Context: an optimization exercise on an open-source flow, tuned for small area and a short achievable clock period. The choices shown serve that exercise and are no tape-out recipe.
The RTL was checked by simulation tests, not by an equivalence proof against the original design.
Power is estimated from default activity; no workload was simulated.

File: flow/config.mk
export PLATFORM = sky130hd
export DESIGN_NAME = game_2048
export DESIGN_NICKNAME = game_2048
export VERILOG_FILES = /design/flow/design.v
export SDC_FILE = /design/flow/constraint.sdc
export NUM_CORES = 4
export LEC_CHECK = 0
export ABC_AREA = 1
export CAP_MARGIN = 20
export CORE_MARGIN = 2
export CORE_UTILIZATION = 40
export CTS_BUF_LIST = sky130_fd_sc_hd__clkbuf_8
export SLEW_MARGIN = 20
File: flow/constraint.sdc
create_clock -name core_clock -period 11.0 [get_ports {clk}]
set_input_delay 2.2000 -clock core_clock [delete_from_list [all_inputs] [get_ports {clk}]]
set_output_delay 2.2000 -clock core_clock [all_outputs]
set_load 0.01 [all_outputs]
File: flow/standard.sh
#!/bin/bash
# synth_recipe.tcl (not shown) runs the flow's synth.tcl, then flattens the netlist and writes it again
# the make line also repeats each setting of config.mk as NAME=value (left out here)
make -C /OpenROAD-flow-scripts/flow DESIGN_CONFIG=/design/flow/config.mk WORK_HOME=/design/flow/orfs CLKGATE_MAP_FILE= SYNTH_SCRIPT=/design/flow/synth_recipe.tcl "${@:-finish}"
File: flow/design.v
`timescale 1ns / 1ps
module StartGame(
   input wire start,
   output wire [63:0] Board
    );
   assign Board = 64'h0100_0000_0000_0010;
endmodule
`timescale 1ns / 1ps
module CheckBoard(
   input wire [63:0] slots,
   input wire [15:0] nz,
   input wire [23:0] adj_eq,
   output wire over,
   output wire full,
   output wire success
    );
   wire [15:0] is11;
   genvar k;
   generate for (k = 0; k < 16; k = k + 1) begin : g
      assign is11[k] = (slots[4*k +: 4] == 4'd11);
   end endgenerate
   assign full = &nz;
   assign success = |is11;
   assign over = full & ~(|adj_eq);
endmodule
`timescale 1ns / 1ps
module LineCtl(
   input wire [3:0] nz,
   input wire [3:0] f15,
   input wire E0, E1, E2,
   output wire s0_0, s0_1, s0_2, s0_3, s1_1, s1_2, s1_3, s2_2, s2_3, s3_3,
   output wire m0, m1, m2,
   output wire [3:0] occ
    );
   wire M0 = E0;
   wire A1 = nz[1] & M0;
   wire M1 = E1 & ~A1;
   wire A2 = nz[1] ? M1 : M0;
   wire M2 = E2 & ~A2;
   wire A3 = nz[2] ? M2 : nz[1] ? M1 : M0;
   wire K0 = nz[0] & ~(M0 & f15[0]);
   wire K1 = nz[1] & ~A1 & ~(M1 & f15[1]);
   wire K2 = nz[2] & ~A2 & ~(M2 & f15[2]);
   wire K3 = nz[3] & ~A3;
   wire b1_1 = K0;
   wire b2_1 = K0 | K1, b2_2 = K0 & K1;
   wire b3_1 = b2_1 | K2, b3_2 = b2_2 | (b2_1 & K2), b3_3 = b2_2 & K2;
   assign s0_0 = K0;
   assign s0_1 = K1 & ~b1_1;
   assign s0_2 = K2 & ~b2_1;
   assign s0_3 = K3 & ~b3_1;
   assign s1_1 = K1 & b1_1;
   assign s1_2 = K2 & b2_1 & ~b2_2;
   assign s1_3 = K3 & b3_1 & ~b3_2;
   assign s2_2 = K2 & b2_2;
   assign s2_3 = K3 & b3_2 & ~b3_3;
   assign s3_3 = K3 & b3_3;
   assign m0 = (s0_0 & M0) | (s0_1 & M1) | (s0_2 & M2);
   assign m1 = (s1_1 & M1) | (s1_2 & M2);
   assign m2 = s2_2 & M2;
   assign occ = {K3 & b3_3, b3_3 | (K3 & b3_2), b3_2 | (K3 & b3_1), b3_1 | K3};
endmodule
module Event(
   input wire [63:0] slots,
   input wire dR, dL, dU, dD,         
   input wire hold, ld, st,           
   input wire [63:0] load_board,
   input wire [63:0] init_board,
   output wire [63:0] next,           
   output wire [15:0] nz,
   output wire [23:0] adj_eq
    );
   wire [3:0] c [0:15];
   wire [15:0] f15;
   genvar k;
   generate for (k = 0; k < 16; k = k + 1) begin : gc
      assign c[k] = slots[4*k +: 4];
      assign nz[k] = |slots[4*k +: 4];
      assign f15[k] = &slots[4*k +: 4];
   end endgenerate
   wire [3:0] h0_n0 = c[1] | ({4{~nz[1]}} & (c[2] | ({4{~nz[2]}} & c[3])));
   wire [3:0] h0_n1 = c[2] | ({4{~nz[2]}} & c[3]);
   wire h0_NE0 = nz[0] & (c[0] == h0_n0);
   wire h0_NE1 = nz[1] & (c[1] == h0_n1);
   wire h0_NE2 = nz[2] & (c[2] == c[3]);
   wire h0_PE3 = nz[3] & (nz[2] ? h0_NE2 : nz[1] ? h0_NE1 : h0_NE0);
   wire h0_PE2 = nz[2] & (nz[1] ? h0_NE1 : h0_NE0);
   wire h0_PE1 = nz[1] & h0_NE0;
   wire [3:0] h1_n0 = c[5] | ({4{~nz[5]}} & (c[6] | ({4{~nz[6]}} & c[7])));
   wire [3:0] h1_n1 = c[6] | ({4{~nz[6]}} & c[7]);
   wire h1_NE0 = nz[4] & (c[4] == h1_n0);
   wire h1_NE1 = nz[5] & (c[5] == h1_n1);
   wire h1_NE2 = nz[6] & (c[6] == c[7]);
   wire h1_PE3 = nz[7] & (nz[6] ? h1_NE2 : nz[5] ? h1_NE1 : h1_NE0);
   wire h1_PE2 = nz[6] & (nz[5] ? h1_NE1 : h1_NE0);
   wire h1_PE1 = nz[5] & h1_NE0;
   wire [3:0] h2_n0 = c[9] | ({4{~nz[9]}} & (c[10] | ({4{~nz[10]}} & c[11])));
   wire [3:0] h2_n1 = c[10] | ({4{~nz[10]}} & c[11]);
   wire h2_NE0 = nz[8] & (c[8] == h2_n0);
   wire h2_NE1 = nz[9] & (c[9] == h2_n1);
   wire h2_NE2 = nz[10] & (c[10] == c[11]);
   wire h2_PE3 = nz[11] & (nz[10] ? h2_NE2 : nz[9] ? h2_NE1 : h2_NE0);
   wire h2_PE2 = nz[10] & (nz[9] ? h2_NE1 : h2_NE0);
   wire h2_PE1 = nz[9] & h2_NE0;
   wire [3:0] h3_n0 = c[13] | ({4{~nz[13]}} & (c[14] | ({4{~nz[14]}} & c[15])));
   wire [3:0] h3_n1 = c[14] | ({4{~nz[14]}} & c[15]);
   wire h3_NE0 = nz[12] & (c[12] == h3_n0);
   wire h3_NE1 = nz[13] & (c[13] == h3_n1);
   wire h3_NE2 = nz[14] & (c[14] == c[15]);
   wire h3_PE3 = nz[15] & (nz[14] ? h3_NE2 : nz[13] ? h3_NE1 : h3_NE0);
   wire h3_PE2 = nz[14] & (nz[13] ? h3_NE1 : h3_NE0);
   wire h3_PE1 = nz[13] & h3_NE0;
   wire [3:0] v0_n0 = c[4] | ({4{~nz[4]}} & (c[8] | ({4{~nz[8]}} & c[12])));
   wire [3:0] v0_n1 = c[8] | ({4{~nz[8]}} & c[12]);
   wire v0_NE0 = nz[0] & (c[0] == v0_n0);
   wire v0_NE1 = nz[4] & (c[4] == v0_n1);
   wire v0_NE2 = nz[8] & (c[8] == c[12]);
   wire v0_PE3 = nz[12] & (nz[8] ? v0_NE2 : nz[4] ? v0_NE1 : v0_NE0);
   wire v0_PE2 = nz[8] & (nz[4] ? v0_NE1 : v0_NE0);
   wire v0_PE1 = nz[4] & v0_NE0;
   wire [3:0] v1_n0 = c[5] | ({4{~nz[5]}} & (c[9] | ({4{~nz[9]}} & c[13])));
   wire [3:0] v1_n1 = c[9] | ({4{~nz[9]}} & c[13]);
   wire v1_NE0 = nz[1] & (c[1] == v1_n0);
   wire v1_NE1 = nz[5] & (c[5] == v1_n1);
   wire v1_NE2 = nz[9] & (c[9] == c[13]);
   wire v1_PE3 = nz[13] & (nz[9] ? v1_NE2 : nz[5] ? v1_NE1 : v1_NE0);
   wire v1_PE2 = nz[9] & (nz[5] ? v1_NE1 : v1_NE0);
   wire v1_PE1 = nz[5] & v1_NE0;
   wire [3:0] v2_n0 = c[6] | ({4{~nz[6]}} & (c[10] | ({4{~nz[10]}} & c[14])));
   wire [3:0] v2_n1 = c[10] | ({4{~nz[10]}} & c[14]);
   wire v2_NE0 = nz[2] & (c[2] == v2_n0);
   wire v2_NE1 = nz[6] & (c[6] == v2_n1);
   wire v2_NE2 = nz[10] & (c[10] == c[14]);
   wire v2_PE3 = nz[14] & (nz[10] ? v2_NE2 : nz[6] ? v2_NE1 : v2_NE0);
   wire v2_PE2 = nz[10] & (nz[6] ? v2_NE1 : v2_NE0);
   wire v2_PE1 = nz[6] & v2_NE0;
   wire [3:0] v3_n0 = c[7] | ({4{~nz[7]}} & (c[11] | ({4{~nz[11]}} & c[15])));
   wire [3:0] v3_n1 = c[11] | ({4{~nz[11]}} & c[15]);
   wire v3_NE0 = nz[3] & (c[3] == v3_n0);
   wire v3_NE1 = nz[7] & (c[7] == v3_n1);
   wire v3_NE2 = nz[11] & (c[11] == c[15]);
   wire v3_PE3 = nz[15] & (nz[11] ? v3_NE2 : nz[7] ? v3_NE1 : v3_NE0);
   wire v3_PE2 = nz[11] & (nz[7] ? v3_NE1 : v3_NE0);
   wire v3_PE1 = nz[7] & v3_NE0;
   assign adj_eq = {h0_NE0, h0_NE1, h0_NE2, v0_NE0, v0_NE1, v0_NE2, h1_NE0, h1_NE1, h1_NE2, v1_NE0, v1_NE1, v1_NE2, h2_NE0, h2_NE1, h2_NE2, v2_NE0, v2_NE1, v2_NE2, h3_NE0, h3_NE1, h3_NE2, v3_NE0, v3_NE1, v3_NE2};
   wire R0_s0_0,R0_s0_1,R0_s0_2,R0_s0_3,R0_s1_1,R0_s1_2,R0_s1_3,R0_s2_2,R0_s2_3,R0_s3_3;
   wire R0_m0, R0_m1, R0_m2;
   wire [3:0] R0_o;
   LineCtl uR0(.nz({nz[0], nz[1], nz[2], nz[3]}), .f15({f15[0], f15[1], f15[2], f15[3]}), .E0(h0_PE3), .E1(h0_PE2), .E2(h0_PE1),
      .s0_0(R0_s0_0), .s0_1(R0_s0_1), .s0_2(R0_s0_2), .s0_3(R0_s0_3), .s1_1(R0_s1_1), .s1_2(R0_s1_2), .s1_3(R0_s1_3), .s2_2(R0_s2_2), .s2_3(R0_s2_3), .s3_3(R0_s3_3),
      .m0(R0_m0), .m1(R0_m1), .m2(R0_m2), .occ(R0_o));
   wire R1_s0_0,R1_s0_1,R1_s0_2,R1_s0_3,R1_s1_1,R1_s1_2,R1_s1_3,R1_s2_2,R1_s2_3,R1_s3_3;
   wire R1_m0, R1_m1, R1_m2;
   wire [3:0] R1_o;
   LineCtl uR1(.nz({nz[4], nz[5], nz[6], nz[7]}), .f15({f15[4], f15[5], f15[6], f15[7]}), .E0(h1_PE3), .E1(h1_PE2), .E2(h1_PE1),
      .s0_0(R1_s0_0), .s0_1(R1_s0_1), .s0_2(R1_s0_2), .s0_3(R1_s0_3), .s1_1(R1_s1_1), .s1_2(R1_s1_2), .s1_3(R1_s1_3), .s2_2(R1_s2_2), .s2_3(R1_s2_3), .s3_3(R1_s3_3),
      .m0(R1_m0), .m1(R1_m1), .m2(R1_m2), .occ(R1_o));
   wire R2_s0_0,R2_s0_1,R2_s0_2,R2_s0_3,R2_s1_1,R2_s1_2,R2_s1_3,R2_s2_2,R2_s2_3,R2_s3_3;
   wire R2_m0, R2_m1, R2_m2;
   wire [3:0] R2_o;
   LineCtl uR2(.nz({nz[8], nz[9], nz[10], nz[11]}), .f15({f15[8], f15[9], f15[10], f15[11]}), .E0(h2_PE3), .E1(h2_PE2), .E2(h2_PE1),
      .s0_0(R2_s0_0), .s0_1(R2_s0_1), .s0_2(R2_s0_2), .s0_3(R2_s0_3), .s1_1(R2_s1_1), .s1_2(R2_s1_2), .s1_3(R2_s1_3), .s2_2(R2_s2_2), .s2_3(R2_s2_3), .s3_3(R2_s3_3),
      .m0(R2_m0), .m1(R2_m1), .m2(R2_m2), .occ(R2_o));
   wire R3_s0_0,R3_s0_1,R3_s0_2,R3_s0_3,R3_s1_1,R3_s1_2,R3_s1_3,R3_s2_2,R3_s2_3,R3_s3_3;
   wire R3_m0, R3_m1, R3_m2;
   wire [3:0] R3_o;
   LineCtl uR3(.nz({nz[12], nz[13], nz[14], nz[15]}), .f15({f15[12], f15[13], f15[14], f15[15]}), .E0(h3_PE3), .E1(h3_PE2), .E2(h3_PE1),
      .s0_0(R3_s0_0), .s0_1(R3_s0_1), .s0_2(R3_s0_2), .s0_3(R3_s0_3), .s1_1(R3_s1_1), .s1_2(R3_s1_2), .s1_3(R3_s1_3), .s2_2(R3_s2_2), .s2_3(R3_s2_3), .s3_3(R3_s3_3),
      .m0(R3_m0), .m1(R3_m1), .m2(R3_m2), .occ(R3_o));
   wire L0_s0_0,L0_s0_1,L0_s0_2,L0_s0_3,L0_s1_1,L0_s1_2,L0_s1_3,L0_s2_2,L0_s2_3,L0_s3_3;
   wire L0_m0, L0_m1, L0_m2;
   wire [3:0] L0_o;
   LineCtl uL0(.nz({nz[3], nz[2], nz[1], nz[0]}), .f15({f15[3], f15[2], f15[1], f15[0]}), .E0(h0_NE0), .E1(h0_NE1), .E2(h0_NE2),
      .s0_0(L0_s0_0), .s0_1(L0_s0_1), .s0_2(L0_s0_2), .s0_3(L0_s0_3), .s1_1(L0_s1_1), .s1_2(L0_s1_2), .s1_3(L0_s1_3), .s2_2(L0_s2_2), .s2_3(L0_s2_3), .s3_3(L0_s3_3),
      .m0(L0_m0), .m1(L0_m1), .m2(L0_m2), .occ(L0_o));
   wire L1_s0_0,L1_s0_1,L1_s0_2,L1_s0_3,L1_s1_1,L1_s1_2,L1_s1_3,L1_s2_2,L1_s2_3,L1_s3_3;
   wire L1_m0, L1_m1, L1_m2;
   wire [3:0] L1_o;
   LineCtl uL1(.nz({nz[7], nz[6], nz[5], nz[4]}), .f15({f15[7], f15[6], f15[5], f15[4]}), .E0(h1_NE0), .E1(h1_NE1), .E2(h1_NE2),
      .s0_0(L1_s0_0), .s0_1(L1_s0_1), .s0_2(L1_s0_2), .s0_3(L1_s0_3), .s1_1(L1_s1_1), .s1_2(L1_s1_2), .s1_3(L1_s1_3), .s2_2(L1_s2_2), .s2_3(L1_s2_3), .s3_3(L1_s3_3),
      .m0(L1_m0), .m1(L1_m1), .m2(L1_m2), .occ(L1_o));
   wire L2_s0_0,L2_s0_1,L2_s0_2,L2_s0_3,L2_s1_1,L2_s1_2,L2_s1_3,L2_s2_2,L2_s2_3,L2_s3_3;
   wire L2_m0, L2_m1, L2_m2;
   wire [3:0] L2_o;
   LineCtl uL2(.nz({nz[11], nz[10], nz[9], nz[8]}), .f15({f15[11], f15[10], f15[9], f15[8]}), .E0(h2_NE0), .E1(h2_NE1), .E2(h2_NE2),
      .s0_0(L2_s0_0), .s0_1(L2_s0_1), .s0_2(L2_s0_2), .s0_3(L2_s0_3), .s1_1(L2_s1_1), .s1_2(L2_s1_2), .s1_3(L2_s1_3), .s2_2(L2_s2_2), .s2_3(L2_s2_3), .s3_3(L2_s3_3),
      .m0(L2_m0), .m1(L2_m1), .m2(L2_m2), .occ(L2_o));
   wire L3_s0_0,L3_s0_1,L3_s0_2,L3_s0_3,L3_s1_1,L3_s1_2,L3_s1_3,L3_s2_2,L3_s2_3,L3_s3_3;
   wire L3_m0, L3_m1, L3_m2;
   wire [3:0] L3_o;
   LineCtl uL3(.nz({nz[15], nz[14], nz[13], nz[12]}), .f15({f15[15], f15[14], f15[13], f15[12]}), .E0(h3_NE0), .E1(h3_NE1), .E2(h3_NE2),
      .s0_0(L3_s0_0), .s0_1(L3_s0_1), .s0_2(L3_s0_2), .s0_3(L3_s0_3), .s1_1(L3_s1_1), .s1_2(L3_s1_2), .s1_3(L3_s1_3), .s2_2(L3_s2_2), .s2_3(L3_s2_3), .s3_3(L3_s3_3),
      .m0(L3_m0), .m1(L3_m1), .m2(L3_m2), .occ(L3_o));
   wire U0_s0_0,U0_s0_1,U0_s0_2,U0_s0_3,U0_s1_1,U0_s1_2,U0_s1_3,U0_s2_2,U0_s2_3,U0_s3_3;
   wire U0_m0, U0_m1, U0_m2;
   wire [3:0] U0_o;
   LineCtl uU0(.nz({nz[12], nz[8], nz[4], nz[0]}), .f15({f15[12], f15[8], f15[4], f15[0]}), .E0(v0_NE0), .E1(v0_NE1), .E2(v0_NE2),
      .s0_0(U0_s0_0), .s0_1(U0_s0_1), .s0_2(U0_s0_2), .s0_3(U0_s0_3), .s1_1(U0_s1_1), .s1_2(U0_s1_2), .s1_3(U0_s1_3), .s2_2(U0_s2_2), .s2_3(U0_s2_3), .s3_3(U0_s3_3),
      .m0(U0_m0), .m1(U0_m1), .m2(U0_m2), .occ(U0_o));
   wire U1_s0_0,U1_s0_1,U1_s0_2,U1_s0_3,U1_s1_1,U1_s1_2,U1_s1_3,U1_s2_2,U1_s2_3,U1_s3_3;
   wire U1_m0, U1_m1, U1_m2;
   wire [3:0] U1_o;
   LineCtl uU1(.nz({nz[13], nz[9], nz[5], nz[1]}), .f15({f15[13], f15[9], f15[5], f15[1]}), .E0(v1_NE0), .E1(v1_NE1), .E2(v1_NE2),
      .s0_0(U1_s0_0), .s0_1(U1_s0_1), .s0_2(U1_s0_2), .s0_3(U1_s0_3), .s1_1(U1_s1_1), .s1_2(U1_s1_2), .s1_3(U1_s1_3), .s2_2(U1_s2_2), .s2_3(U1_s2_3), .s3_3(U1_s3_3),
      .m0(U1_m0), .m1(U1_m1), .m2(U1_m2), .occ(U1_o));
   wire U2_s0_0,U2_s0_1,U2_s0_2,U2_s0_3,U2_s1_1,U2_s1_2,U2_s1_3,U2_s2_2,U2_s2_3,U2_s3_3;
   wire U2_m0, U2_m1, U2_m2;
   wire [3:0] U2_o;
   LineCtl uU2(.nz({nz[14], nz[10], nz[6], nz[2]}), .f15({f15[14], f15[10], f15[6], f15[2]}), .E0(v2_NE0), .E1(v2_NE1), .E2(v2_NE2),
      .s0_0(U2_s0_0), .s0_1(U2_s0_1), .s0_2(U2_s0_2), .s0_3(U2_s0_3), .s1_1(U2_s1_1), .s1_2(U2_s1_2), .s1_3(U2_s1_3), .s2_2(U2_s2_2), .s2_3(U2_s2_3), .s3_3(U2_s3_3),
      .m0(U2_m0), .m1(U2_m1), .m2(U2_m2), .occ(U2_o));
   wire U3_s0_0,U3_s0_1,U3_s0_2,U3_s0_3,U3_s1_1,U3_s1_2,U3_s1_3,U3_s2_2,U3_s2_3,U3_s3_3;
   wire U3_m0, U3_m1, U3_m2;
   wire [3:0] U3_o;
   LineCtl uU3(.nz({nz[15], nz[11], nz[7], nz[3]}), .f15({f15[15], f15[11], f15[7], f15[3]}), .E0(v3_NE0), .E1(v3_NE1), .E2(v3_NE2),
      .s0_0(U3_s0_0), .s0_1(U3_s0_1), .s0_2(U3_s0_2), .s0_3(U3_s0_3), .s1_1(U3_s1_1), .s1_2(U3_s1_2), .s1_3(U3_s1_3), .s2_2(U3_s2_2), .s2_3(U3_s2_3), .s3_3(U3_s3_3),
      .m0(U3_m0), .m1(U3_m1), .m2(U3_m2), .occ(U3_o));
   wire D0_s0_0,D0_s0_1,D0_s0_2,D0_s0_3,D0_s1_1,D0_s1_2,D0_s1_3,D0_s2_2,D0_s2_3,D0_s3_3;
   wire D0_m0, D0_m1, D0_m2;
   wire [3:0] D0_o;
   LineCtl uD0(.nz({nz[0], nz[4], nz[8], nz[12]}), .f15({f15[0], f15[4], f15[8], f15[12]}), .E0(v0_PE3), .E1(v0_PE2), .E2(v0_PE1),
      .s0_0(D0_s0_0), .s0_1(D0_s0_1), .s0_2(D0_s0_2), .s0_3(D0_s0_3), .s1_1(D0_s1_1), .s1_2(D0_s1_2), .s1_3(D0_s1_3), .s2_2(D0_s2_2), .s2_3(D0_s2_3), .s3_3(D0_s3_3),
      .m0(D0_m0), .m1(D0_m1), .m2(D0_m2), .occ(D0_o));
   wire D1_s0_0,D1_s0_1,D1_s0_2,D1_s0_3,D1_s1_1,D1_s1_2,D1_s1_3,D1_s2_2,D1_s2_3,D1_s3_3;
   wire D1_m0, D1_m1, D1_m2;
   wire [3:0] D1_o;
   LineCtl uD1(.nz({nz[1], nz[5], nz[9], nz[13]}), .f15({f15[1], f15[5], f15[9], f15[13]}), .E0(v1_PE3), .E1(v1_PE2), .E2(v1_PE1),
      .s0_0(D1_s0_0), .s0_1(D1_s0_1), .s0_2(D1_s0_2), .s0_3(D1_s0_3), .s1_1(D1_s1_1), .s1_2(D1_s1_2), .s1_3(D1_s1_3), .s2_2(D1_s2_2), .s2_3(D1_s2_3), .s3_3(D1_s3_3),
      .m0(D1_m0), .m1(D1_m1), .m2(D1_m2), .occ(D1_o));
   wire D2_s0_0,D2_s0_1,D2_s0_2,D2_s0_3,D2_s1_1,D2_s1_2,D2_s1_3,D2_s2_2,D2_s2_3,D2_s3_3;
   wire D2_m0, D2_m1, D2_m2;
   wire [3:0] D2_o;
   LineCtl uD2(.nz({nz[2], nz[6], nz[10], nz[14]}), .f15({f15[2], f15[6], f15[10], f15[14]}), .E0(v2_PE3), .E1(v2_PE2), .E2(v2_PE1),
      .s0_0(D2_s0_0), .s0_1(D2_s0_1), .s0_2(D2_s0_2), .s0_3(D2_s0_3), .s1_1(D2_s1_1), .s1_2(D2_s1_2), .s1_3(D2_s1_3), .s2_2(D2_s2_2), .s2_3(D2_s2_3), .s3_3(D2_s3_3),
      .m0(D2_m0), .m1(D2_m1), .m2(D2_m2), .occ(D2_o));
   wire D3_s0_0,D3_s0_1,D3_s0_2,D3_s0_3,D3_s1_1,D3_s1_2,D3_s1_3,D3_s2_2,D3_s2_3,D3_s3_3;
   wire D3_m0, D3_m1, D3_m2;
   wire [3:0] D3_o;
   LineCtl uD3(.nz({nz[3], nz[7], nz[11], nz[15]}), .f15({f15[3], f15[7], f15[11], f15[15]}), .E0(v3_PE3), .E1(v3_PE2), .E2(v3_PE1),
      .s0_0(D3_s0_0), .s0_1(D3_s0_1), .s0_2(D3_s0_2), .s0_3(D3_s0_3), .s1_1(D3_s1_1), .s1_2(D3_s1_2), .s1_3(D3_s1_3), .s2_2(D3_s2_2), .s2_3(D3_s2_3), .s3_3(D3_s3_3),
      .m0(D3_m0), .m1(D3_m1), .m2(D3_m2), .occ(D3_o));
   wire [15:0] occR = {R3_o[0], R3_o[1], R3_o[2], R3_o[3], R2_o[0], R2_o[1], R2_o[2], R2_o[3], R1_o[0], R1_o[1], R1_o[2], R1_o[3], R0_o[0], R0_o[1], R0_o[2], R0_o[3]};
   wire [15:0] occL = {L3_o[3], L3_o[2], L3_o[1], L3_o[0], L2_o[3], L2_o[2], L2_o[1], L2_o[0], L1_o[3], L1_o[2], L1_o[1], L1_o[0], L0_o[3], L0_o[2], L0_o[1], L0_o[0]};
   wire [15:0] occU = {U3_o[3], U2_o[3], U1_o[3], U0_o[3], U3_o[2], U2_o[2], U1_o[2], U0_o[2], U3_o[1], U2_o[1], U1_o[1], U0_o[1], U3_o[0], U2_o[0], U1_o[0], U0_o[0]};
   wire [15:0] occD = {D3_o[0], D2_o[0], D1_o[0], D0_o[0], D3_o[1], D2_o[1], D1_o[1], D0_o[1], D3_o[2], D2_o[2], D1_o[2], D0_o[2], D3_o[3], D2_o[3], D1_o[3], D0_o[3]};
   function [15:0] first_empty(input [15:0] o);
      integer i;
      reg f;
      begin
         f = 1'b1;
         for (i = 0; i < 16; i = i + 1) begin
            first_empty[i] = f & ~o[i];
            f = f & o[i];
         end
      end
   endfunction
   wire [3:0] fR = first_empty({12'hfff, occR[12], occR[8], occR[4], occR[0]});
   wire [15:0] tR = {3'b000, fR[3], 3'b000, fR[2], 3'b000, fR[1], 3'b000, fR[0]};
   wire [15:0] tD = {12'h000, first_empty({12'hfff, occD[3:0]})};
   wire [15:0] tL = first_empty(occL);
   wire [15:0] tU = first_empty(occU);
   wire g0_0 = (dR & R0_s3_3) | (dL & L0_s0_0) | (dU & U0_s0_0) | (dD & D0_s3_3) | hold;
   wire g0_1 = (dL & L0_s0_1);
   wire g0_2 = (dL & L0_s0_2);
   wire g0_3 = (dL & L0_s0_3);
   wire g0_4 = (dU & U0_s0_1);
   wire g0_8 = (dU & U0_s0_2);
   wire g0_12 = (dU & U0_s0_3);
   wire [3:0] sel0 = ({4{g0_0}} & c[0]) | ({4{g0_1}} & c[1]) | ({4{g0_2}} & c[2]) | ({4{g0_3}} & c[3]) | ({4{g0_4}} & c[4]) | ({4{g0_8}} & c[8]) | ({4{g0_12}} & c[12]) | ({4{ld}} & load_board[3:0]);
   wire mg0 = (dL & L0_m0) | (dU & U0_m0);
   wire t0 = (dR & tR[0]) | (dL & tL[0]) | (dU & tU[0]) | (dD & tD[0]);
   assign next[3:0] = (sel0 + {3'b000, mg0}) | {3'b000, t0} | ({4{st}} & init_board[3:0]);
   wire g1_0 = (dR & R0_s2_3);
   wire g1_1 = (dR & R0_s2_2) | (dL & L0_s1_1) | (dU & U1_s0_0) | (dD & D1_s3_3) | hold;
   wire g1_2 = (dL & L0_s1_2);
   wire g1_3 = (dL & L0_s1_3);
   wire g1_5 = (dU & U1_s0_1);
   wire g1_9 = (dU & U1_s0_2);
   wire g1_13 = (dU & U1_s0_3);
   wire [3:0] sel1 = ({4{g1_0}} & c[0]) | ({4{g1_1}} & c[1]) | ({4{g1_2}} & c[2]) | ({4{g1_3}} & c[3]) | ({4{g1_5}} & c[5]) | ({4{g1_9}} & c[9]) | ({4{g1_13}} & c[13]) | ({4{ld}} & load_board[7:4]);
   wire mg1 = (dR & R0_m2) | (dL & L0_m1) | (dU & U1_m0);
   wire t1 = (dR & tR[1]) | (dL & tL[1]) | (dU & tU[1]) | (dD & tD[1]);
   assign next[7:4] = (sel1 + {3'b000, mg1}) | {3'b000, t1} | ({4{st}} & init_board[7:4]);
   wire g2_0 = (dR & R0_s1_3);
   wire g2_1 = (dR & R0_s1_2);
   wire g2_2 = (dR & R0_s1_1) | (dL & L0_s2_2) | (dU & U2_s0_0) | (dD & D2_s3_3) | hold;
   wire g2_3 = (dL & L0_s2_3);
   wire g2_6 = (dU & U2_s0_1);
   wire g2_10 = (dU & U2_s0_2);
   wire g2_14 = (dU & U2_s0_3);
   wire [3:0] sel2 = ({4{g2_0}} & c[0]) | ({4{g2_1}} & c[1]) | ({4{g2_2}} & c[2]) | ({4{g2_3}} & c[3]) | ({4{g2_6}} & c[6]) | ({4{g2_10}} & c[10]) | ({4{g2_14}} & c[14]) | ({4{ld}} & load_board[11:8]);
   wire mg2 = (dR & R0_m1) | (dL & L0_m2) | (dU & U2_m0);
   wire t2 = (dR & tR[2]) | (dL & tL[2]) | (dU & tU[2]) | (dD & tD[2]);
   assign next[11:8] = (sel2 + {3'b000, mg2}) | {3'b000, t2} | ({4{st}} & init_board[11:8]);
   wire g3_0 = (dR & R0_s0_3);
   wire g3_1 = (dR & R0_s0_2);
   wire g3_2 = (dR & R0_s0_1);
   wire g3_3 = (dR & R0_s0_0) | (dL & L0_s3_3) | (dU & U3_s0_0) | (dD & D3_s3_3) | hold;
   wire g3_7 = (dU & U3_s0_1);
   wire g3_11 = (dU & U3_s0_2);
   wire g3_15 = (dU & U3_s0_3);
   wire [3:0] sel3 = ({4{g3_0}} & c[0]) | ({4{g3_1}} & c[1]) | ({4{g3_2}} & c[2]) | ({4{g3_3}} & c[3]) | ({4{g3_7}} & c[7]) | ({4{g3_11}} & c[11]) | ({4{g3_15}} & c[15]) | ({4{ld}} & load_board[15:12]);
   wire mg3 = (dR & R0_m0) | (dU & U3_m0);
   wire t3 = (dR & tR[3]) | (dL & tL[3]) | (dU & tU[3]) | (dD & tD[3]);
   assign next[15:12] = (sel3 + {3'b000, mg3}) | {3'b000, t3} | ({4{st}} & init_board[15:12]);
   wire g4_0 = (dD & D0_s2_3);
   wire g4_4 = (dR & R1_s3_3) | (dL & L1_s0_0) | (dU & U0_s1_1) | (dD & D0_s2_2) | hold;
   wire g4_5 = (dL & L1_s0_1);
   wire g4_6 = (dL & L1_s0_2);
   wire g4_7 = (dL & L1_s0_3);
   wire g4_8 = (dU & U0_s1_2);
   wire g4_12 = (dU & U0_s1_3);
   wire [3:0] sel4 = ({4{g4_0}} & c[0]) | ({4{g4_4}} & c[4]) | ({4{g4_5}} & c[5]) | ({4{g4_6}} & c[6]) | ({4{g4_7}} & c[7]) | ({4{g4_8}} & c[8]) | ({4{g4_12}} & c[12]) | ({4{ld}} & load_board[19:16]);
   wire mg4 = (dL & L1_m0) | (dU & U0_m1) | (dD & D0_m2);
   wire t4 = (dR & tR[4]) | (dL & tL[4]) | (dU & tU[4]) | (dD & tD[4]);
   assign next[19:16] = (sel4 + {3'b000, mg4}) | {3'b000, t4} | ({4{st}} & init_board[19:16]);
   wire g5_1 = (dD & D1_s2_3);
   wire g5_4 = (dR & R1_s2_3);
   wire g5_5 = (dR & R1_s2_2) | (dL & L1_s1_1) | (dU & U1_s1_1) | (dD & D1_s2_2) | hold;
   wire g5_6 = (dL & L1_s1_2);
   wire g5_7 = (dL & L1_s1_3);
   wire g5_9 = (dU & U1_s1_2);
   wire g5_13 = (dU & U1_s1_3);
   wire [3:0] sel5 = ({4{g5_1}} & c[1]) | ({4{g5_4}} & c[4]) | ({4{g5_5}} & c[5]) | ({4{g5_6}} & c[6]) | ({4{g5_7}} & c[7]) | ({4{g5_9}} & c[9]) | ({4{g5_13}} & c[13]) | ({4{ld}} & load_board[23:20]);
   wire mg5 = (dR & R1_m2) | (dL & L1_m1) | (dU & U1_m1) | (dD & D1_m2);
   wire t5 = (dR & tR[5]) | (dL & tL[5]) | (dU & tU[5]) | (dD & tD[5]);
   assign next[23:20] = (sel5 + {3'b000, mg5}) | {3'b000, t5} | ({4{st}} & init_board[23:20]);
   wire g6_2 = (dD & D2_s2_3);
   wire g6_4 = (dR & R1_s1_3);
   wire g6_5 = (dR & R1_s1_2);
   wire g6_6 = (dR & R1_s1_1) | (dL & L1_s2_2) | (dU & U2_s1_1) | (dD & D2_s2_2) | hold;
   wire g6_7 = (dL & L1_s2_3);
   wire g6_10 = (dU & U2_s1_2);
   wire g6_14 = (dU & U2_s1_3);
   wire [3:0] sel6 = ({4{g6_2}} & c[2]) | ({4{g6_4}} & c[4]) | ({4{g6_5}} & c[5]) | ({4{g6_6}} & c[6]) | ({4{g6_7}} & c[7]) | ({4{g6_10}} & c[10]) | ({4{g6_14}} & c[14]) | ({4{ld}} & load_board[27:24]);
   wire mg6 = (dR & R1_m1) | (dL & L1_m2) | (dU & U2_m1) | (dD & D2_m2);
   wire t6 = (dR & tR[6]) | (dL & tL[6]) | (dU & tU[6]) | (dD & tD[6]);
   assign next[27:24] = (sel6 + {3'b000, mg6}) | {3'b000, t6} | ({4{st}} & init_board[27:24]);
   wire g7_3 = (dD & D3_s2_3);
   wire g7_4 = (dR & R1_s0_3);
   wire g7_5 = (dR & R1_s0_2);
   wire g7_6 = (dR & R1_s0_1);
   wire g7_7 = (dR & R1_s0_0) | (dL & L1_s3_3) | (dU & U3_s1_1) | (dD & D3_s2_2) | hold;
   wire g7_11 = (dU & U3_s1_2);
   wire g7_15 = (dU & U3_s1_3);
   wire [3:0] sel7 = ({4{g7_3}} & c[3]) | ({4{g7_4}} & c[4]) | ({4{g7_5}} & c[5]) | ({4{g7_6}} & c[6]) | ({4{g7_7}} & c[7]) | ({4{g7_11}} & c[11]) | ({4{g7_15}} & c[15]) | ({4{ld}} & load_board[31:28]);
   wire mg7 = (dR & R1_m0) | (dU & U3_m1) | (dD & D3_m2);
   wire t7 = (dR & tR[7]) | (dL & tL[7]) | (dU & tU[7]) | (dD & tD[7]);
   assign next[31:28] = (sel7 + {3'b000, mg7}) | {3'b000, t7} | ({4{st}} & init_board[31:28]);
   wire g8_0 = (dD & D0_s1_3);
   wire g8_4 = (dD & D0_s1_2);
   wire g8_8 = (dR & R2_s3_3) | (dL & L2_s0_0) | (dU & U0_s2_2) | (dD & D0_s1_1) | hold;
   wire g8_9 = (dL & L2_s0_1);
   wire g8_10 = (dL & L2_s0_2);
   wire g8_11 = (dL & L2_s0_3);
   wire g8_12 = (dU & U0_s2_3);
   wire [3:0] sel8 = ({4{g8_0}} & c[0]) | ({4{g8_4}} & c[4]) | ({4{g8_8}} & c[8]) | ({4{g8_9}} & c[9]) | ({4{g8_10}} & c[10]) | ({4{g8_11}} & c[11]) | ({4{g8_12}} & c[12]) | ({4{ld}} & load_board[35:32]);
   wire mg8 = (dL & L2_m0) | (dU & U0_m2) | (dD & D0_m1);
   wire t8 = (dR & tR[8]) | (dL & tL[8]) | (dU & tU[8]) | (dD & tD[8]);
   assign next[35:32] = (sel8 + {3'b000, mg8}) | {3'b000, t8} | ({4{st}} & init_board[35:32]);
   wire g9_1 = (dD & D1_s1_3);
   wire g9_5 = (dD & D1_s1_2);
   wire g9_8 = (dR & R2_s2_3);
   wire g9_9 = (dR & R2_s2_2) | (dL & L2_s1_1) | (dU & U1_s2_2) | (dD & D1_s1_1) | hold;
   wire g9_10 = (dL & L2_s1_2);
   wire g9_11 = (dL & L2_s1_3);
   wire g9_13 = (dU & U1_s2_3);
   wire [3:0] sel9 = ({4{g9_1}} & c[1]) | ({4{g9_5}} & c[5]) | ({4{g9_8}} & c[8]) | ({4{g9_9}} & c[9]) | ({4{g9_10}} & c[10]) | ({4{g9_11}} & c[11]) | ({4{g9_13}} & c[13]) | ({4{ld}} & load_board[39:36]);
   wire mg9 = (dR & R2_m2) | (dL & L2_m1) | (dU & U1_m2) | (dD & D1_m1);
   wire t9 = (dR & tR[9]) | (dL & tL[9]) | (dU & tU[9]) | (dD & tD[9]);
   assign next[39:36] = (sel9 + {3'b000, mg9}) | {3'b000, t9} | ({4{st}} & init_board[39:36]);
   wire g10_2 = (dD & D2_s1_3);
   wire g10_6 = (dD & D2_s1_2);
   wire g10_8 = (dR & R2_s1_3);
   wire g10_9 = (dR & R2_s1_2);
   wire g10_10 = (dR & R2_s1_1) | (dL & L2_s2_2) | (dU & U2_s2_2) | (dD & D2_s1_1) | hold;
   wire g10_11 = (dL & L2_s2_3);
   wire g10_14 = (dU & U2_s2_3);
   wire [3:0] sel10 = ({4{g10_2}} & c[2]) | ({4{g10_6}} & c[6]) | ({4{g10_8}} & c[8]) | ({4{g10_9}} & c[9]) | ({4{g10_10}} & c[10]) | ({4{g10_11}} & c[11]) | ({4{g10_14}} & c[14]) | ({4{ld}} & load_board[43:40]);
   wire mg10 = (dR & R2_m1) | (dL & L2_m2) | (dU & U2_m2) | (dD & D2_m1);
   wire t10 = (dR & tR[10]) | (dL & tL[10]) | (dU & tU[10]) | (dD & tD[10]);
   assign next[43:40] = (sel10 + {3'b000, mg10}) | {3'b000, t10} | ({4{st}} & init_board[43:40]);
   wire g11_3 = (dD & D3_s1_3);
   wire g11_7 = (dD & D3_s1_2);
   wire g11_8 = (dR & R2_s0_3);
   wire g11_9 = (dR & R2_s0_2);
   wire g11_10 = (dR & R2_s0_1);
   wire g11_11 = (dR & R2_s0_0) | (dL & L2_s3_3) | (dU & U3_s2_2) | (dD & D3_s1_1) | hold;
   wire g11_15 = (dU & U3_s2_3);
   wire [3:0] sel11 = ({4{g11_3}} & c[3]) | ({4{g11_7}} & c[7]) | ({4{g11_8}} & c[8]) | ({4{g11_9}} & c[9]) | ({4{g11_10}} & c[10]) | ({4{g11_11}} & c[11]) | ({4{g11_15}} & c[15]) | ({4{ld}} & load_board[47:44]);
   wire mg11 = (dR & R2_m0) | (dU & U3_m2) | (dD & D3_m1);
   wire t11 = (dR & tR[11]) | (dL & tL[11]) | (dU & tU[11]) | (dD & tD[11]);
   assign next[47:44] = (sel11 + {3'b000, mg11}) | {3'b000, t11} | ({4{st}} & init_board[47:44]);
   wire g12_0 = (dD & D0_s0_3);
   wire g12_4 = (dD & D0_s0_2);
   wire g12_8 = (dD & D0_s0_1);
   wire g12_12 = (dR & R3_s3_3) | (dL & L3_s0_0) | (dU & U0_s3_3) | (dD & D0_s0_0) | hold;
   wire g12_13 = (dL & L3_s0_1);
   wire g12_14 = (dL & L3_s0_2);
   wire g12_15 = (dL & L3_s0_3);
   wire [3:0] sel12 = ({4{g12_0}} & c[0]) | ({4{g12_4}} & c[4]) | ({4{g12_8}} & c[8]) | ({4{g12_12}} & c[12]) | ({4{g12_13}} & c[13]) | ({4{g12_14}} & c[14]) | ({4{g12_15}} & c[15]) | ({4{ld}} & load_board[51:48]);
   wire mg12 = (dL & L3_m0) | (dD & D0_m0);
   wire t12 = (dR & tR[12]) | (dL & tL[12]) | (dU & tU[12]) | (dD & tD[12]);
   assign next[51:48] = (sel12 + {3'b000, mg12}) | {3'b000, t12} | ({4{st}} & init_board[51:48]);
   wire g13_1 = (dD & D1_s0_3);
   wire g13_5 = (dD & D1_s0_2);
   wire g13_9 = (dD & D1_s0_1);
   wire g13_12 = (dR & R3_s2_3);
   wire g13_13 = (dR & R3_s2_2) | (dL & L3_s1_1) | (dU & U1_s3_3) | (dD & D1_s0_0) | hold;
   wire g13_14 = (dL & L3_s1_2);
   wire g13_15 = (dL & L3_s1_3);
   wire [3:0] sel13 = ({4{g13_1}} & c[1]) | ({4{g13_5}} & c[5]) | ({4{g13_9}} & c[9]) | ({4{g13_12}} & c[12]) | ({4{g13_13}} & c[13]) | ({4{g13_14}} & c[14]) | ({4{g13_15}} & c[15]) | ({4{ld}} & load_board[55:52]);
   wire mg13 = (dR & R3_m2) | (dL & L3_m1) | (dD & D1_m0);
   wire t13 = (dR & tR[13]) | (dL & tL[13]) | (dU & tU[13]) | (dD & tD[13]);
   assign next[55:52] = (sel13 + {3'b000, mg13}) | {3'b000, t13} | ({4{st}} & init_board[55:52]);
   wire g14_2 = (dD & D2_s0_3);
   wire g14_6 = (dD & D2_s0_2);
   wire g14_10 = (dD & D2_s0_1);
   wire g14_12 = (dR & R3_s1_3);
   wire g14_13 = (dR & R3_s1_2);
   wire g14_14 = (dR & R3_s1_1) | (dL & L3_s2_2) | (dU & U2_s3_3) | (dD & D2_s0_0) | hold;
   wire g14_15 = (dL & L3_s2_3);
   wire [3:0] sel14 = ({4{g14_2}} & c[2]) | ({4{g14_6}} & c[6]) | ({4{g14_10}} & c[10]) | ({4{g14_12}} & c[12]) | ({4{g14_13}} & c[13]) | ({4{g14_14}} & c[14]) | ({4{g14_15}} & c[15]) | ({4{ld}} & load_board[59:56]);
   wire mg14 = (dR & R3_m1) | (dL & L3_m2) | (dD & D2_m0);
   wire t14 = (dR & tR[14]) | (dL & tL[14]) | (dU & tU[14]) | (dD & tD[14]);
   assign next[59:56] = (sel14 + {3'b000, mg14}) | {3'b000, t14} | ({4{st}} & init_board[59:56]);
   wire g15_3 = (dD & D3_s0_3);
   wire g15_7 = (dD & D3_s0_2);
   wire g15_11 = (dD & D3_s0_1);
   wire g15_12 = (dR & R3_s0_3);
   wire g15_13 = (dR & R3_s0_2);
   wire g15_14 = (dR & R3_s0_1);
   wire g15_15 = (dR & R3_s0_0) | (dL & L3_s3_3) | (dU & U3_s3_3) | (dD & D3_s0_0) | hold;
   wire [3:0] sel15 = ({4{g15_3}} & c[3]) | ({4{g15_7}} & c[7]) | ({4{g15_11}} & c[11]) | ({4{g15_12}} & c[12]) | ({4{g15_13}} & c[13]) | ({4{g15_14}} & c[14]) | ({4{g15_15}} & c[15]) | ({4{ld}} & load_board[63:60]);
   wire mg15 = (dR & R3_m0) | (dD & D3_m0);
   wire t15 = (dR & tR[15]) | (dL & tL[15]) | (dU & tU[15]) | (dD & tD[15]);
   assign next[63:60] = (sel15 + {3'b000, mg15}) | {3'b000, t15} | ({4{st}} & init_board[63:60]);
endmodule
`timescale 1ns / 1ps
module game_2048(
   input wire clk,
   input wire [3:0] btn,
   input wire start,
   input wire load,
   input wire [63:0] load_board,
   output wire [63:0] Board_out,
   output wire full,
   output wire ifEnd,
   output wire success
    );
   reg [63:0] temp;
   wire [63:0] InitialBoard;
   wire [63:0] next;
   wire [15:0] nz;
   wire [23:0] adj_eq;
   wire st = start;
   wire ld = ~start & load;
   wire mv = ~start & ~load;
   wire dR = mv & btn[0];
   wire dL = mv & ~btn[0] & btn[1];
   wire dU = mv & ~btn[0] & ~btn[1] & btn[2];
   wire dD = mv & ~btn[0] & ~btn[1] & ~btn[2] & btn[3];
   wire hold = mv & ~(|btn);
   StartGame d0(.start(start), .Board(InitialBoard));
   Event d1(.slots(temp), .dR(dR), .dL(dL), .dU(dU), .dD(dD), .hold(hold), .ld(ld), .st(st),
            .load_board(load_board), .init_board(InitialBoard), .next(next), .nz(nz), .adj_eq(adj_eq));
   CheckBoard d2(.slots(temp), .nz(nz), .adj_eq(adj_eq), .over(ifEnd), .full(full), .success(success));
   always @(posedge clk)
      temp <= next;
   assign Board_out = temp;
endmodule
File: flow/flow/run.sh
#!/bin/bash
# Layout flow: the standard flow with small port buffers and a timing repair
# that aims for 6 ns of setup slack (the clock period and constraints are unchanged).
export BUFFER_PORTS_ARGS="-buffer_cell sky130_fd_sc_hd__buf_1"
export SETUP_SLACK_MARGIN=6
bash standard.sh > standard.log 2>&1
==> impl_results.md, run 1 <==
- Fill cells: 3824
- Max Cap Violations: 0
- Max-slew headroom: 0.291
- Top flop regs: temp: 64 flops
- Count of cell types in the netlist: 74
- Post-Synth XOR/XNOR Area: 0.0225
- Vias in the first global route: 19100
- Die height: 193 um
- WP data arrival: 2.86 ns
- Int Pwr: 0.843 mW
- Worst setup EP type: primary output
- Setup TNS: 0 ns
- CTS root buf: clkbuf_8
- Total CTS buffers: 9
- Combinational share of power: 0.729
- Final nets: 2942
- Net Sw Frac: 0.622
- Synth top area cells: nand2_1 20%, nand3_1 9.1%, dfxtp_1 9.0%
- Skew-Pair Late Insertion Delay: 0.47 ns
- Post-synth EDFFs: 0
- Count of final hold-check violations: 0
- Initial Util: 0.404
- Iter 0 DRT Violations: 3102
- CTS H-Tree Depth: 3
- Antenna Violating Nets Remaining: 0
- Post-synthesis async set-or-reset flop share: 0
- Largest family of logic cells by synthesized area: simple AND/OR/NAND/NOR gates
- Post-route minimum period: 5.06 ns
- First-pass DRT Iterations: 10
- Primary FF master, synth: dfxtp_1
- Peak VDD IR: 0.0888 mV
- Die area: 0.0372 mm2
- Most common cell in the netlist: nand2_1
- Skew final: 0.0328 ns
- CTS tree: built
- Largest Register: temp
- WS Path Type: reg -> out
- CTS Buffer Depth: 2
- FMAX: 0.198 GHz
- RSZ-0062 raised after global routing: yes
- Synth Area per Inst: 5.51 um2
- Layout cells sized above 1: 0.217
- Crit start category: flop
- Number of cell rows: 69
- Final period util: 0.460
- Power density cells: 128 mW/mm2
- Register Area: 0.00143 mm2
- Worst hold path type: reg -> reg
- Antenna violations before repair: 2
- Largest net degree at the start of global routing: 44
- Reg power frac: 0.136
- Sw Pwr: 1.38 mW
- Multi-input gate area: 0.0115 mm2
- Fin. max-slew vios: 0
- Final GP Congestion: 1.14
- Outcome: no timing/DRC/antenna violations
- Number of I/O port buffers: 137
- Worst-margin pin slew: 1.06 ns
- Gr usage total: 0.519
- Core area: 0.0353 mm2
- Commonest cells in the netlist: 778 x nand2_1, 312 x nor2_1, 259 x nand3_1
- Layout area overhead: 21.6%
- Yosys warns: 2
- Top-area cell type share of the netlist area: 0.205
- Clock network power share: 0.135
- Grt ovf: 0
- DR WL/cell: 29.6 um
- CP Max Fanout: 9
- Total vias in the final route: 21500
- Count of state elements after synthesis: 64
- Global-route wire length before repair: 135 mm
- Syn_nets: 2695
- Hold_buf cts: 0
- Die Wd: 193 um
- Final instance area: 0.0174 mm2
- Max FFs per register: 64
- DRC: 0
- Io pins: 138
- Total power: 2.23 mW
- Compound-Gate Fraction of Synth Area: 0.128
- Routed Wire Length: 97.9 mm
- Placed Area: 0.0152 mm2
- Mapped Cells: 2592
- # setup viols final: 0
- Cell Area, Synth: 0.0143 mm2
- Synth Area in Simple Gates: 0.613
- HPWL Detailed: 73.7 mm
- Sink Count: 64
- Vias per inst: 6.50
- Post-synthesis mux area share: 0
- Required time of the critical path: 8.80 ns
- Seq/Total Area, Yosys: 0.0898
- Reg clk slew, reported paths: 0.10 ns
- Synth Area in Adders: 0.0281
- Yosys top cell by area: nand2_1
- Leak pwr: 8.05 nW
-- power by group through the flow --
stage               clock (mW)  sequential, mW  combinational (mW)
floorplan                    0           0.285               0.910
global placement             0           0.316                1.34
detailed placement           0           0.318                1.33
CTS                      0.293           0.310                1.44
global route             0.303           0.301                1.69
finish                   0.301           0.302                1.62
-- cell usage in the layout, fill, tap and decap left out, types with 7 or more instances in the layout --
master	count
nand2_1	765
nor2_1	302
nand3_1	257
inv_1	189
buf_4	159
buf_1	135
nand4_1	125
a21oi_1	86
nor3_1	71
nand2_2	70
inv_2	47
o21ai_0	42
nor2_2	39
nand3_2	38
dfxtp_4	37
ha_1	32
xor2_1	30
nor2_4	28
clkinvlp_4	23
o211ai_1	23
o2111ai_1	22
dfxtp_1	21
nand2_4	20
o22ai_1	18
o21ai_1	17
buf_12	15
nand3_4	14
buf_6	13
a211oi_1	12
inv_6	9
nor4_1	9
nand3b_1	9
nor3_2	9
clkbuf_8	9
clkinv_4	8
inv_4	8
o21ai_2	8
nand4_2	7
a221oi_1	7
o221ai_1	7
-- cell type report --
| type | instances | share of cell area |
|---|---|---|
| multi-input cells | 2142 | 0.665 |
| repair buffers | 330 | 0.129 |
| flip-flops and latches | 64 | 0.0823 |
| inverters | 292 | 0.0761 |
| well taps | 461 | 0.0332 |
| clock buffers | 9 | 0.00714 |
| clock inverters | 6 | 0.00627 |
| diodes | 1 | 0.000144 |
-- layer usage --
layer	wire length, um	global-route usage	vias to the layer above
met5	11	0	-
met4	9060	0.393	2
met3	14800	0.191	549
met2	38300	0.717	1911
met1	35700	0.647	9837
li1	-	-	9183
-- worst paths after layout --
path                                  to     start  slack [ns]  cells past startpoint
worst max-delay path             success  temp[57]        5.94                      6
worst min-delay path             temp[3]   temp[3]        0.68                      4
worst max register to register  temp[16]  temp[23]        6.49                     23
worst min register to register   temp[3]   temp[3]        0.68                      4
-- repair_timing --
item | in CTS | in global routing
setup endpoints to repair | 49 | 32
pin swaps | 11 | 21
cloned | 0 | 0
gates resized for setup | 156 | 115
buffers inserted | 65 | 79
-- kinds of logic after synthesis --
family,after synthesis
and+or+nand+nor,1791
buffers and inverters,386
AOI/OAI and AO/OA,284
DFF,64
xor gates and xnor gates,35
adders and majority gates,32
-- worst max-delay path, cell delays in order, from the launching register on --
cell	delay, ns
dfxtp_1	0.42
buf_4	0.27
nand2_1	0.12
nor3_1	0.07
nor4_1	0.84
nand4_1	0.45
buf_1	0.24
-- metrics by stage --
step / hold slack (ns) / worst slack (ns) / cells / utilization
3_3_place_gp: 0.754 / 5.06 / 3145 / 0.430
5_1_grt: 0.707 / 5.95 / 3304 / 0.491
2_1_floorplan: 0.704 / 6.35 / 2592 / -
4_1_cts: 0.686 / 5.94 / 3225 / 0.464
3_5_place_dp: 0.784 / 5.07 / 3145 / 0.430
6_report: 0.678 / 5.94 / 3305 / 0.491
==> run 2, diff against run 1 <==
--- a/flow/config.mk
+++ b/flow/config.mk
@@ -10,4 +10,4 @@
 export CORE_MARGIN = 2
 export CORE_UTILIZATION = 40
-export CTS_BUF_LIST = sky130_fd_sc_hd__clkbuf_8
+export GPL_TIMING_DRIVEN = 0
 export SLEW_MARGIN = 20
==> run 2 against run 1 <==
Net effect:
- combinational power about the same
- sequential power down 5%
- largest cell class unchanged
- power up 0.47%
- core utilization shrank 0.78 points
- synthesized cell count did not move
- non-clock buffer count is 7 lower
- still clean on timing, DRC and antenna
- count of clock-buffer cells in the layout rose by 1
- die area stayed put
- sequential share of layout area shrank 0.49 points
==> impl_results.md, run 2 <==
- Outcome: no timing/DRC/antenna violations (unchanged)
- Io pins: 138 (unchanged)
- Core area: 0.0353 mm2 (unchanged)
- Power density cells: 131 mW/mm2 (was 128 mW/mm2)
- Hold wc startpoint: temp[54] (was temp[3])
- CTS root buf: clkbuf_16 (was clkbuf_8)
- Count of cell types in the netlist: 74 (unchanged)
- DR WL/cell: 31.5 um (was 29.6 um)
- Vias in the first global route: 19700 (was 19100)
- Most frequent cells in the layout: 775 x nand2_1, 306 x nor2_1, 258 x nand3_1, 192 x inv_1, 135 x buf_1 (was 765 x nand2_1, 302 x nor2_1, 257 x nand3_1, 189 x inv_1, 159 x buf_4)
- Syn_nets: 2695 (unchanged)
- WS Path Type: reg -> out (unchanged)
- DRC: 0 (unchanged)
- Commonest non-fill, non-tap cell in the layout: nand2_1 (unchanged)
- Total CTS buffers: 9 (unchanged)
- Worst hold path type: reg -> reg (unchanged)
- Worst setup margin: 5.78 ns (was 5.94 ns)
- Largest Register: temp (unchanged)
- Yosys top cell by area: nand2_1 (unchanged)
- Count of final hold-check violations: 0 (unchanged)
- Layout area overhead: 19.7% (was 21.6%)
- Mapped Cells: 2592 (unchanged)
- CTS Buffer Depth: 2 (unchanged)
- Post-synth EDFFs: 0 (unchanged)
- Count of state elements after synthesis: 64 (unchanged)
- Iter 0 DRT Violations: 3835 (was 3102)
- Total power: 2.24 mW (was 2.23 mW)
- Number of I/O port buffers: 137 (unchanged)
- Worst-margin pin slew: 1.05 ns (was 1.06 ns)
- Antenna Violating Nets Remaining: 0 (unchanged)
- Worst r2r src: temp[40] (was temp[23])
- Hold Crit Endpoint: temp[54] (was temp[3])
- Antenna violations before repair: 10 (was 2)
- Layout cells sized above 1: 0.200 (was 0.217)
- Top-area cell type share of the netlist area: 0.205 (unchanged)
- Worst setup EP type: primary output (unchanged)
- Routed Wire Length: 104 mm (was 97.9 mm)
- Grt ovf: 0 (unchanged)
- Die Wd: 193 um (unchanged)
- R2R Setup Slk: 6.31 ns (was 6.49 ns)
- Post-synthesis async set-or-reset flop share: 0 (unchanged)
- Hold slack: 0.730 ns (was 0.678 ns)
- Hold Crit Depth: 4 (unchanged)
- WP data arrival: 3.02 ns (was 2.86 ns)
- Reg clk slew, reported paths: 0.07 ns (was 0.10 ns)
- Vias per inst: 6.61 (was 6.50)
- Worst R2R End: temp[8] (was temp[16])
- Final core utilization: 0.484 (was 0.491)
- Crit start category: flop (unchanged)
- Primary FF master, synth: dfxtp_1 (unchanged)
- Max Cap Violations: 0 (unchanged)
- Required time of the critical path: 8.80 ns (about the same)
- Wire length on met3: 17.1 mm (was 14.8 mm)
- Synth top area cells: nand2_1 20%, nand3_1 9.1%, dfxtp_1 9.0% (unchanged)
- Metal2 WL: 38.8 mm (was 38.3 mm)
- Die height: 193 um (unchanged)
- Worst r2r path cells: 21 (was 23)
- Final period util: 0.475 (was 0.460)
- CP Max Fanout: 10 (was 9)
- Fin. max-slew vios: 0 (unchanged)
- Gr usage total: 0.551 (was 0.519)
- CTS tree: built (unchanged)
- Final GP Congestion: 1.17 (was 1.14)
- FMAX: 0.192 GHz (was 0.198 GHz)
- # setup viols final: 0 (unchanged)
- Peak VDD IR: 0.0892 mV (was 0.0888 mV)
- Total vias in the final route: 21800 (was 21500)
- Final nets: 2935 (was 2942)
- Wl on met1: 37.3 mm (was 35.7 mm)
- First-pass DRT Iterations: 8 (was 10)
- Yosys warns: 2 (unchanged)
- Sink Count: 64 (unchanged)
- Most common cell in the netlist: nand2_1 (unchanged)
- Largest net degree at the start of global routing: 13 (was 44)
- Post-route minimum period: 5.22 ns (was 5.06 ns)
- Max Used Layer: met5 (unchanged)
- Max FFs per register: 64 (unchanged)
- HPWL Detailed: 77.9 mm (was 73.7 mm)
- Die area: 0.0372 mm2 (unchanged)
- Max-slew headroom: 0.303 (was 0.291)
- Number of cell rows: 69 (unchanged)
- Pre-CTS WS: 4.11 ns (was 5.07 ns)
- Commonest cells in the netlist: 778 x nand2_1, 312 x nor2_1, 259 x nand3_1 (unchanged)
- CTS H-Tree Depth: 3 (unchanged)
- Hold_buf cts: 0 (unchanged)
- Cell Area, Synth: 0.0143 mm2 (unchanged)
- Skew final: 0.0114 ns (was 0.0328 ns)
- Leak pwr: 7.99 nW (was 8.05 nW)
- Skew-Pair Late Insertion Delay: 0.40 ns (was 0.47 ns)
- Seq/Total Area, Yosys: 0.0898 (unchanged)
- Setup TNS: 0 ns (unchanged)
- Initial Util: 0.404 (unchanged)
- Synth Area per Inst: 5.51 um2 (unchanged)
- Global-route wire length before repair: 142 mm (was 135 mm)
- RSZ-0062 raised after global routing: yes (unchanged)
- Top flop regs: temp: 64 flops (unchanged)
run 2: report_power, final:
group,switching (mW),leakage [nW],internal [mW]
sequential,0.0342,0.537,0.254
combinational,1.21,7.31,0.413
clock,0.162,0.139,0.160
total,1.41,7.99,0.827
run 2: logic make-up after synthesis:
| logic type | share of synthesized area |
|---|---|
| buf+inv | 0.119 |
| flops | 0.0898 |
| compound gates | 0.128 |
| xor+xnor | 0.0225 |
| simple gates | 0.613 |
| fa+ha+maj | 0.0281 |
run 2: through the flow:
step | area, um2 | cells
final | 17100 | 3300
after detailed placement | 15400 | 3192
after global routing | 17100 | 3298
after CTS | 16700 | 3269
after floorplan | 14300 | 2592
after global placement | 15400 | 3190
run 2: worst max-delay path, stage by stage, from the launching register on:
cell	delay, ns
dfxtp_1	0.41
buf_6	0.23
clkinvlp_4	0.18
nand2_1	0.09
a21oi_1	0.19
nand2_1	0.13
nor2_1	0.10
inv_2	0.16
nand4_1	0.22
a211oi_2	0.25
nand4_1	0.17
nor4_4	0.27
buf_2	0.20
run 2: layer usage:
layer / up-vias / GRT usage
met4: 12 / 0.452
met1: 9991 / 0.667
met3: 618 / 0.244
met5: - / 0.0275
li1: 9178 / -
met2: 2029 / 0.736
run 2: final cells by class:
cell class                      count  area [um2]
Fill cell                        3944       18200
Multi-Input combinational cell   2142       11400
Sequential cell                    64        1320
Inverter                          292        1280
Timing Repair Buffer              229        1240
Buffer                             94         913
Tap cell                          461         577
Clock buffer                       10         239
Clock inverter                      6        43.8
Antenna cell                        2        5.00
run 2: worst max-delay path by stage:
stage | from | slack, ns | cells past startpoint | end
after floorplan | temp[3] | 6.35 | 10 | ifEnd
after global placement | start | 4.04 | 14 | temp[44]
after detailed placement | start | 4.11 | 14 | temp[0]
after CTS | temp[5] | 5.90 | 11 | ifEnd
after global routing | temp[50] | 5.75 | 11 | ifEnd
final | temp[46] | 5.78 | 12 | ifEnd
run 2: what timing repair did:
item	CTS	global route
setup buffers	61	28
pin swaps	10	9
endpoints found under the setup margin	67	28
gates resized for setup	186	46
cloned	0	0
==> run 3, diff against run 2 <==
==> flow/flow/run.sh (replaced) <==
#!/bin/bash
# Layout flow: the standard flow with small port buffers and a timing repair
# that aims for 5.8 ns of setup slack (the clock period and constraints are unchanged).
export BUFFER_PORTS_ARGS="-buffer_cell sky130_fd_sc_hd__buf_1"
export SETUP_SLACK_MARGIN=5.8
bash standard.sh > standard.log 2>&1
--- a/flow/config.mk
+++ b/flow/config.mk
@@ -10,4 +10,3 @@
 export CORE_MARGIN = 2
 export CORE_UTILIZATION = 40
-export GPL_TIMING_DRIVEN = 0
 export SLEW_MARGIN = 20
==> run 3 against run 2 <==
Net effect:
- sequential share of layout area grew 0.61 points
- final cell count shrank 2.5%
- worst setup slack lost 0.13 ns
- die area is the same
- first-iteration DRC count shrank 19%
- critical path type unchanged
- maximum frequency shrank 2.3%
- still clean on timing, DRC and antenna
- register-to-register slack lost 0.03 ns
- count of clock-buffer cells in the layout shrank 1
- largest cell class unchanged
- clock skew grew 0.013 ns
- combinational power shrank 9%
- largest power group unchanged
- wire length shrank 8.0%
==> impl_results.md, run 3 <==
- Core area: 0.0353 mm2 (unchanged)
- # setup viols final: 0 (unchanged)
- Skew final: 0.0245 ns (was 0.0114 ns)
- CTS Buffer Depth: 2 (unchanged)
- DRC: 0 (unchanged)
- Sink Count: 64 (unchanged)
- Worst-margin pin slew: 1.07 ns (was 1.05 ns)
- Die area: 0.0372 mm2 (unchanged)
- Commonest non-fill, non-tap cell in the layout: nand2_1 (unchanged)
- Count of final hold-check violations: 0 (unchanged)
- Max FFs per register: 64 (unchanged)
- CTS tree: built (unchanged)
- Most frequent cells in the layout: 774 x nand2_1, 309 x nor2_1, 259 x nand3_1, 203 x inv_1, 135 x buf_1 (was 775 x nand2_1, 306 x nor2_1, 258 x nand3_1, 192 x inv_1, 135 x buf_1)
- Outcome: no timing/DRC/antenna violations (unchanged)
- Mapped Cells: 2592 (unchanged)
- Vias per inst: 6.51 (was 6.61)
- RSZ-0062 raised after global routing: yes (unchanged)
- Total CTS buffers: 9 (unchanged)
- Final core utilization: 0.460 (was 0.484)
- Placed Area: 0.0152 mm2 (was 0.0154 mm2)
- Reg clk slew, reported paths: 0.07 ns (about the same)
- Layout area overhead: 13.8% (was 19.7%)
- Hold slack: 0.722 ns (was 0.730 ns)
- Setup TNS: 0 ns (unchanged)
- Seq/Total Area, Yosys: 0.0898 (unchanged)
- Yosys top cell by area: nand2_1 (unchanged)
- Number of cell rows: 69 (unchanged)
- Required time of the critical path: 8.80 ns (about the same)
- Total vias in the final route: 20900 (was 21800)
- Post-synth EDFFs: 0 (unchanged)
- Count of state elements after synthesis: 64 (unchanged)
- Synth Area per Inst: 5.51 um2 (unchanged)
- Synth top area cells: nand2_1 20%, nand3_1 9.1%, dfxtp_1 9.0% (unchanged)
- Top flop regs: temp: 64 flops (unchanged)
- Iter 0 DRT Violations: 3108 (was 3835)
- DR WL/cell: 29.8 um (was 31.5 um)
- Die height: 193 um (unchanged)
- Commonest cells in the netlist: 778 x nand2_1, 312 x nor2_1, 259 x nand3_1 (unchanged)
- Power density cells: 135 mW/mm2 (was 131 mW/mm2)
- Skew-Pair Late Insertion Delay: 0.40 ns (about the same)
- Syn_nets: 2695 (unchanged)
- Die Wd: 193 um (unchanged)
- Fin. max-slew vios: 0 (unchanged)
- Most used routing layer: met2 (unchanged)
- Max-slew headroom: 0.284 (was 0.303)
- Layout cells sized above 1: 0.175 (was 0.200)
- Number of I/O port buffers: 137 (unchanged)
- WP data arrival: 3.15 ns (was 3.02 ns)
- Vias in the first global route: 18800 (was 19700)
- Leak pwr: 7.54 nW (was 7.99 nW)
- WS Path Type: reg -> out (unchanged)
- Routing usage on met1: 0.634 (was 0.667)
- Final nets: 2851 (was 2935)
- Primary FF master, synth: dfxtp_1 (unchanged)
- CTS H-Tree Depth: 3 (unchanged)
- CP Max Fanout: 11 (was 10)
- GR Util met2: 0.710 (was 0.736)
- Largest Register: temp (unchanged)
- Max Cap Violations: 0 (unchanged)
- Global-route wire length before repair: 133 mm (was 142 mm)
- Total power: 2.19 mW (was 2.24 mW)
- HPWL Detailed: 73.7 mm (was 77.9 mm)
- Grt ovf: 0 (unchanged)
- Antenna violations before repair: 2 (was 10)
- Initial Util: 0.404 (unchanged)
- Most common cell in the netlist: nand2_1 (unchanged)
- Final GP Congestion: 1.14 (was 1.17)
- Antenna Violating Nets Remaining: 0 (unchanged)
- Worst hold path type: reg -> reg (unchanged)
- Cell Area, Synth: 0.0143 mm2 (unchanged)
- Post-route minimum period: 5.35 ns (was 5.22 ns)
- Worst setup EP type: primary output (unchanged)
- Final instance area: 0.0162 mm2 (was 0.0171 mm2)
- FMAX: 0.187 GHz (was 0.192 GHz)
- Count of cell types in the netlist: 74 (unchanged)
- Largest net degree at the start of global routing: 44 (was 13)
- Gr usage total: 0.508 (was 0.551)
- Top-area cell type share of the netlist area: 0.205 (unchanged)
- First-pass DRT Iterations: 7 (was 8)
- Yosys warns: 2 (unchanged)
- CTS root buf: clkbuf_16 (unchanged)
- Io pins: 138 (unchanged)
- Final period util: 0.486 (was 0.475)
- Met3 usage: 0.185 (was 0.244)
- Routed Wire Length: 95.8 mm (was 104 mm)
- Crit start category: flop (unchanged)
- Peak VDD IR: 0.0934 mV (was 0.0892 mV)
- Post-synthesis async set-or-reset flop share: 0 (unchanged)
- Fill cells: 3918 (was 3944)
[run 3: cell counts after synthesis]
Identical to the previous run, type by type.
[run 3: layout make-up]
cell class	count	area, um2	share of cell area
Clock inverter	6	109	0.00670
Clock buffer	9	225	0.0139
Timing Repair Buffer	239	1360	0.0838
Sequential cell	64	1360	0.0834
Inverter	292	1210	0.0747
Multi-Input combinational cell	2142	11400	0.701
Tap cell	461	577	0.0355
Antenna cell	6	15.0	0.000924
[run 3: kinds of logic (layout without fill, tap and decap cells)]
| family | Yosys count | count (layout) | synth area share |
|---|---|---|---|
| buffers and inverters | 386 | 546 | 0.119 |
| AOI/OAI and AO/OA | 284 | 284 | 0.128 |
| and+or+nand+nor | 1791 | 1791 | 0.613 |
| adders and majority gates | 32 | 32 | 0.0281 |
| xor gates and xnor gates | 35 | 35 | 0.0225 |
| other | 0 | 6 | 0 |
| DFF | 64 | 64 | 0.0898 |
[run 3: layer usage]
metal,routed length (um),vias up,part of all wire
li1,-,8990,-
met1,35700,9697,0.37
met2,37600,1777,0.39
met3,14000,476,0.15
met4,8390,0,0.088
met5,0,-,0
[run 3: critical path, stage by stage (launching register included)]
cell	delay (ns)
dfxtp_2	0.68
inv_1	0.34
nand2_1	0.28
a22o_1	0.17
nor3_1	0.06
nand2_1	0.20
nand4_1	0.12
a211oi_1	0.20
nand4_1	0.18
nor4_4	0.32
buf_2	0.20
[run 3: per-stage QoR]
stage | setup slack, ns | std cells
after floorplan | 6.35 | 2592
after global placement | 5.06 | 3145
after detailed placement | 5.07 | 3145
after CTS | 5.67 | 3171
after global routing | 5.69 | 3214
final | 5.65 | 3219
[run 3: repair_timing]
| action | 4_1_cts | 5_1_grt |
|---|---|---|
| gates resized for setup | 37 | 77 |
| buffers inserted | 11 | 42 |
| pin swaps | 2 | 8 |
| setup endpoints to repair | 30 | 20 |
| hold buffers | 0 | 0 |
| endpoints found under the hold margin | 0 | 0 |
[run 3: report_power, final]
group	total, mW	internal (mW)	switching, mW
Combinational	1.49	0.369	1.12
Clock	0.378	0.220	0.157
Sequential	0.323	0.255	0.0679
Total	2.19	0.845	1.35
[run 3: worst paths after layout]
| check | startpoint | endpoint | slack (ns) | cells past startpoint |
|---|---|---|---|---|
| max reg2reg | temp[23] | temp[16] | 6.28 | 21 |
| min reg2reg | temp[3] | temp[3] | 0.72 | 4 |
| min | temp[3] | temp[3] | 0.72 | 4 |
| max | temp[36] | ifEnd | 5.65 | 10 |

==> port drivers added, routing unchanged <==
No port has a modelled driver above. Below, the same layouts with a new extraction and two added sets of constraints.
Step 1 assumes that a clkbuf_16 drives the clock port and a buf_2 every other input.
Step 2 moves the port delays by t, midway between the first and last clock arrival at a register: inputs arrive t later, outputs are due t later. That takes back most of the time a late clock gives input paths.
a / b / c = ideal / step 1 / step 2; a / b = the first two.
run | shift t [ns] | slack for setup (ns) | latest minus earliest clock arrival (ns) | worst register clock-pin slew, ns | cell pins on the clock port's net
run 1 | 0.512 | 5.943 / 5.888 / 5.643 | 0.034 / 0.033 | 0.12 / 0.12 | 1
run 2 | 0.448 | 5.779 / 5.721 / 5.479 | 0.011 / 0.012 | 0.07 / 0.07 | 1
run 3 | 0.449 | 5.654 / 5.598 / 5.489 | 0.025 / 0.024 | 0.09 / 0.09 | 1
After both steps setup and hold are still met in every run listed.
